This is an optimization exercise on Yosys and OpenROAD, whose aim is small area, not a production implementation. In this exercise RTL edits were held to simulation tests only and were not proved equivalent to the original. No activity file was given, so power comes from the tool's default toggle rates.

==> flow/design.v (outline; a module is shown in full before it is edited, if it fits) <==
// module Adder: 38 lines
// module CLA16B: 31 lines
// module CLA16B1x16S: 8 lines
// module CLA16B2x8S: 10 lines
// module CLA16B4x4S: 12 lines
// module StandAdder: 19 lines
// module IncDec: 18 lines
// module mul8x8comb: 92 lines
// module avr_mul: 239 lines
// module alu_avr: 147 lines
// module bit_processor: 89 lines
// module io_adr_dec: 55 lines
// module io_reg_file: 150 lines
// module reg_file: 68 lines
// module pm_fetch_dec: 1248 lines
// module avr_core: 397 lines
// module avr_cpu: 65 lines
module avr_cpu (
    input  wire        clk,
    input  wire        rst_n,
    output wire [15:0] pc,
    input  wire [15:0] inst,
    output wire [5:0]  adr,
    output wire        iore,
    output wire        iowe,
    output wire [15:0] ramadr,
    output wire        ramre,
    output wire        ramwe,
    input  wire        cpuwait,
    input  wire [7:0]  dbusin,
    output wire [7:0]  dbusout,
    input  wire [22:0] irqlines,
    output wire        irqack,
    output wire [4:0]  irqackad,
    output wire        sleepi,
    output wire        irqok,
    output wire        globint,
    output wire        wdri,
    output wire [15:0] spm_out,
    output wire        spm_inst,
    input  wire        spm_wait,
    output wire        valid_instr,
    output wire        change_flow
);
  // ...
==> flow/run.sh <==
#!/bin/bash
# synth_recipe.tcl (not shown) runs the flow's synth.tcl, then flattens the netlist and writes it again
# the make line also repeats each setting of config.mk as NAME=value (left out here)
make -C /OpenROAD-flow-scripts/flow DESIGN_CONFIG=/design/flow/config.mk WORK_HOME=/design/flow/orfs CLKGATE_MAP_FILE= SYNTH_SCRIPT=/design/flow/synth_recipe.tcl finish
==> flow/config.mk <==
export PLATFORM = sky130hd
export DESIGN_NAME = avr_cpu
export DESIGN_NICKNAME = avr_cpu
export VERILOG_FILES = /design/flow/design.v
export SDC_FILE = /design/flow/constraint.sdc
export NUM_CORES = 4
export LEC_CHECK = 0
export CAP_MARGIN = 20
export CORE_MARGIN = 2
export CORE_UTILIZATION = 35
export SLEW_MARGIN = 20
==> flow/constraint.sdc <==
create_clock -name core_clock -period 12.0 [get_ports {clk}]
set_input_delay 2.4000 -clock core_clock [delete_from_list [all_inputs] [get_ports {clk}]]
set_output_delay 2.4000 -clock core_clock [all_outputs]
set_load 0.01 [all_outputs]
==> run summary, run 1 <==
- Total via count in the routed design: roughly 37000
- In the routed layout, each cell is associated on average with a via count of about 6.6.
- Global-route wire length before repair: 256 mm
- Remaining max-slew budget at the tightest pin: between 10% and 20%
* Kind of end point of the critical path: flop
- Starting density of the core: 35.4%
- Maximum Capacitance Violations: 0
- Most common library cell in the layout ignoring fill and taps: sky130_fd_sc_hd__nand2_1
* Buffers outside the clock class: approximately 270
* Post-Synthesis Mean Instance Area: slightly above 8 µm²
* Total length of routed met2 wires: about 74 mm
* Top delay family on crit path: simple AND/OR/NAND/NOR gates
- The synthesized netlist devotes a little under a quarter of its cell area to compound gates.
- Clock group: 1.74 mW
- By instance count, the leading cell after synthesis is sky130_fd_sc_hd__nand2_1.
* Largest family of logic cells by synthesized area: compound AO/OA/AOI/OAI gates
- First element of the critical path: core.pm_fetch_dec_Inst.irq_st1_current
- Sequential logic power: 2.97 mW
- Most frequent cells in the layout: sky130_fd_sc_hd__nand2_1 (688), sky130_fd_sc_hd__dfrtp_1 (445), sky130_fd_sc_hd__nor2_1 (353)
* Reg power frac: a little under a quarter
- At the pin with the least slew margin, the transition time is between 1 and 1.5 ns.
- The run finished with no timing, DRC or antenna violations.
* Clk latency of the worst-skew pair: roughly 0.66 ns
* Total non-filler cell area in the finished layout: around 40000 µm²
- Antenna violations before repair: 7
- The layout has 79 clock buffers.
- Uppermost layer routed: met5
- The register with the most flip-flops in the layout has 256 of them.
- By area, multi-input gates come first.
==> run 2, diff against run 1 <==
==> flow/flow/run.sh (new file) <==
#!/bin/bash
# Own layout flow: the standard ORFS flow (standard.sh, unchanged synthesis) with these changes:
#  - port buffers use the smallest buffer cell (every input and output port still gets one)
#  - CTS: larger sink clusters and no dummy loads
# Each tool's full output is in orfs/logs/...; make's own output goes to flow_make.log.
set -euo pipefail
export REMOVE_ABC_BUFFERS=1
export BUFFER_PORTS_ARGS="-buffer_cell sky130_fd_sc_hd__buf_1"
export CTS_ARGS="-sink_clustering_enable -repair_clock_nets -dont_use_dummy_load -sink_clustering_size 30 -sink_clustering_max_diameter 100"
bash standard.sh finish > flow_make.log 2>&1
test -s out/final.def
==> flow/standard.sh (new file) <==
#!/bin/bash
# synth_recipe.tcl (not shown) runs the flow's synth.tcl, then flattens the netlist and writes it again
# the make line also repeats each setting of config.mk as NAME=value (left out here)
make -C /OpenROAD-flow-scripts/flow DESIGN_CONFIG=/design/flow/config.mk WORK_HOME=/design/flow/orfs CLKGATE_MAP_FILE= SYNTH_SCRIPT=/design/flow/synth_recipe.tcl "${@:-finish}"
--- a/flow/config.mk
+++ b/flow/config.mk
@@ -8,4 +8,4 @@
 export CAP_MARGIN = 20
 export CORE_MARGIN = 2
-export CORE_UTILIZATION = 35
+export CORE_UTILIZATION = 50
 export SLEW_MARGIN = 20
removed: flow/run.sh
==> run summary, run 2 <==
- Share of the synthesized area in the top cell type: 31.8%
- Total half-perimeter wirelength after legalization and detailed placement: about 130 mm
* Time the worst path needs with I/O delays and setup: slightly above 10 ns
- The number of max-slew violations in the final report is 0.
* Maximum number of pins on one net before global-route repair: between 150 and 200
- Total length of routed wires: 169 mm
- The via count of the first global-routing pass is ~34000.
- Layout fillers: around 6800
- Among the stages of the critical path, the cell type that occurs most often is sky130_fd_sc_hd__ha_1.
- Quantity of hold-fixing buffers added after cts: 0
- Result of the run: finished clean
- In this design, the stage delay of the slowest critical-path cell is 1.03 ns.
- The slowest stage of the critical path is the sky130_fd_sc_hd__and4b_1 cell.
- Area of the mapped netlist: between 30000 and 40000 µm²
- Routed met1 length: roughly 62 mm
- TritonCTS built the clock tree.
- Among all flip-flop cells after synthesis, the most frequent one is sky130_fd_sc_hd__dfrtp_1.
* Post-cts gate resize count: 0
* Drt initial violations: 5488
* Most used standard cell by instance count after synthesis: sky130_fd_sc_hd__nand2_1
- Post-CTS setup buffer count: 0
- Across the routed clock network, the largest skew measured is roughly 0.11 ns.
- Of all cell types, the one taking the most synthesized area is sky130_fd_sc_hd__dfrtp_1.
- The number of placed instances, taps included, is 5158.
* Nets@finish: around 4400
- The first-pass GRT wire length is 244 mm (-4.5%).
- During synthesis, Yosys emitted a total of 6 warnings.
- In this run, synthesis produced a sequential element count of about 450.
- Clock-pin slew was measured on the worst setup and hold paths at around 0.11 ns.
- Once layout is complete, the utilization of the core stands at 53.9%.
- Most common library cell in the layout ignoring fill and taps: sky130_fd_sc_hd__nand2_1
- The length of routed met2 wiring was 72.4 mm (-2.8%).
- Uppermost layer routed: met5
- Final-report hold violation count: 0
- Setup violations remaining at the end of the flow were counted as 0.
- Kind of end point of the critical path: flop
* Clk latency of the worst-skew pair: 0.68 ns (+0.02 ns)
- Share of flip-flops with an asynchronous set or reset after synthesis: 100%
* EDFF count, synth: 0
- Placer congestion estimate: between 1 and 1.5
- The via count of the routed design was 36500 (-1.1%).
- In this run the register-to-register setup slack is 1.75 ns.
* Worst hold path class: reg -> reg
- Die Span Y: about 270 µm
* Via density per instance: 7.02 (+7.0%)
- Unique masters post-synth: roughly 120
* GRT overflow: 0
- The flip-flop count of the largest register, all copies and words added came to 256 (unchanged).
- Counting instances, the worst hold path has a depth of 0.
* Max VDD drop: approximately 390 µV
* Post-Synthesis Mean Instance Area: 8.18 µm² (unchanged)
- Cell Pwr Density: around 320 nW/µm²
* Pre-Repair DR Iteration Count: 7
- Most frequent cells in the layout: sky130_fd_sc_hd__nand2_1 (688), sky130_fd_sc_hd__dfrtp_1 (445), sky130_fd_sc_hd__nor2_1 (355)
- Of all nets on the critical path, the largest fanout is 61.
* Remaining max-slew budget at the tightest pin: 15.1% (-0.93 points)
- Data required time of the critical path: around 13 ns
- Sorting the synthesized cells by how often they occur yields sky130_fd_sc_hd__nand2_1 (688), sky130_fd_sc_hd__dfrtp_1 (445), sky130_fd_sc_hd__nor2_1 (360).
- The final critical path takes up between 80% and 90% of the cycle.
- Buffers inserted during clock tree synthesis total 27.
- Total non-filler cell area in the finished layout: 37100 µm² (-6.0%)
- Number of I/O port buffers: between 100 and 150
- The worst setup path is launched from a flop.
- Row count: between 90 and 100
- Worst Path Class, Setup: reg -> reg
- The region available for standard cell placement spans about 69000 µm².
* Worst endpoint data arrival time: roughly 11 ns
- Starting density of the core: 50.7% (+15 points)
- In the final routed layout, each cell accounts on average for roughly 33 µm.
- CTS H-Tree Depth: 1
- Antenna violations before repair: 4 (-3)
- The worst register-to-register path has a depth of 29.
* Die width: ~270 µm
- Library cell used as clock root buffer: sky130_fd_sc_hd__clkbuf_16
* Count of antenna-violating nets left after detailed routing: 0
* Aggregate negative setup slack: 0 ns
- Setup repair after global routing left no endpoint under its margin.
- Wire length on met3: approximately 19 mm
- Register with the highest flop count: core.GPRF_Inst.regs.q
- No sink is reached through more buffers than the 3 on the longest clock path.
- Ranked by total cell area, the synthesized netlist is headed by sky130_fd_sc_hd__dfrtp_1 (32%), sky130_fd_sc_hd__nand2_1 (7.4%), sky130_fd_sc_hd__o21ai_0 (4.7%).
- Post-route non-filler standard cell count: around 5200
- The max-capacitance violation count came to 0 (unchanged).
* Standard cell area after detailed placement: 36400 µm²
- Of the cells placed in the final design, the portion with a size suffix greater than 1 is 9.59%.
- CTS sink cnt: between 400 and 500
- Pin placement for this block handled 130 I/O pins.
* Slew at the pin with the worst max-slew slack: 1.27 ns (+0.00626 ns)
- For this run, the top clock speed supported by timing is 97.6 MHz.
- Total Die Area: 72100 µm²
- In this run the static leakage power is 15.4 nW.
* Area delta synth->final: 6.13%
- Sequential elements use around a third of the synthesized area.
* Mapped Cells: 4277
- Global routing consumed, over all layers together, between 40% and 50% of the routing resources.
* Residual DRC: 0
[run 2: cell count changes in the layout (fill, tap and decap cells not counted), sizes merged]
| cell | previous run | this run |
|---|---|---|
| clkdlybuf4s50 | 128 | 0 |
| inv | 147 | 145 |
| buf | 141 | 272 |
| clkinvlp | 4 | 0 |
| bufinv | 4 | 0 |
| diode | 2 | 4 |
| clkbuf | 79 | 28 |
| clkinv | 17 | 3 |
[run 2: stage by stage]
| stage | hold slack [ns] | setup WS, ns | total power [mW] |
|---|---|---|---|
| after floorplan | 0.376 | 0.904 | 7.36 |
| after global placement | 0.415 | 1.92 | 10.7 |
| after detailed placement | 0.417 | 1.96 | 10.8 |
| after CTS | 0.440 | 1.93 | 11.7 |
| after global routing | 0.446 | 1.42 | 12.7 |
| final | 0.446 | 1.75 | 12.0 |
[run 2: report_power, final]
part | switching [mW] | internal, mW | total, mW | leakage (nW)
clock network | 0.549 | 0.398 | 0.947 | 0.333
registers | 0.881 | 2.01 | 2.89 | 5.21
logic | 5.43 | 2.77 | 8.20 | 9.87
[run 2: area by class of cell]
type                            instances  area, µm²  share of cell area (%)
Tap cell                              931       1160                    3.14
Antenna cell                            4       10.0                  0.0270
Clock buffer                           27        676                    1.82
Timing Repair Buffer                  273       1590                    4.27
Multi-Input combinational cell       3362      22000                    59.3
Sequential cell                       445      11100                    30.0
Inverter                              148        556                    1.50
[run 2: layer usage]
| layer | vias to the layer above | track usage, % |
|---|---|---|
| met5 | - | 0 |
| met4 | 2 | 35.4 |
| met3 | 778 | 11.6 |
| met2 | 2625 | 69.7 |
| met1 | 17600 | 57.8 |
| li1 | 15500 | - |
[run 2: kinds of logic (layout without fill, tap and decap cells)]
kind of cell / count (synthesis) / count (layout) / share of synthesized area [%]
compound gates: 1223 / 1223 / 23.3
buf+inv: 470 / 448 / 5.84
fa+ha+maj: 139 / 139 / 6.61
mux: 280 / 280 / 9.06
other cells: 0 / 4 / 0
simple gates: 1672 / 1672 / 22.1
xor+xnor: 48 / 48 / 1.24
flops: 445 / 445 / 31.8
[run 2: worst paths after layout]
check,end,from
setup / recovery,flop,core.pm_fetch_dec_Inst.icall_st1_current
hold reg to reg,core.pm_fetch_dec_Inst.lpm_e_st2_current,core.pm_fetch_dec_Inst.lpm_e_st1_current
setup reg to reg,flop,core.pm_fetch_dec_Inst.icall_st1_current
min in group asynchronous,core.pm_fetch_dec_Inst.instruction_reg_current[13],rst_n
hold / removal,core.pm_fetch_dec_Inst.lpm_e_st2_current,core.pm_fetch_dec_Inst.lpm_e_st1_current
max in group asynchronous,core.pm_fetch_dec_Inst.pc_low_current[3],rst_n
[run 2: worst max-delay path: cells and delay by family, from the launching register on]
kind                       cells  cell delay, ns
DFF                            1            0.42
and+or+nand+nor               10            5.15
adders and majority gates      6            1.36
buffers and inverters          5            1.28
muxes                          2            0.71
AOI/OAI and AO/OA              6            1.18

## static timing again, ports no longer ideal
No port has a modelled driver above. Below, the same layouts with a new extraction and two added sets of constraints.
Step 1, drivers: a clkbuf_16 drives clk and a buf_2 each remaining input, both assumed.
Step 2, shift: input delay + t, output delay - t, t = (earliest + latest rising clock arrival at the registers) / 2. This alone moves slack from input paths to output paths.
Three values: no drivers, after step 1, after step 2; two values: the first two.
run	t, ns	setup slack, ns	worst setup path after step 2	worst register clock-pin slew, ns
run 1	0.714	1.258 / 1.258 / 1.258	register to register	0.07 / 0.07
run 2	0.690	1.750 / 1.750 / 1.750	register to register	0.12 / 0.12
After both steps every run listed still meets setup and hold.
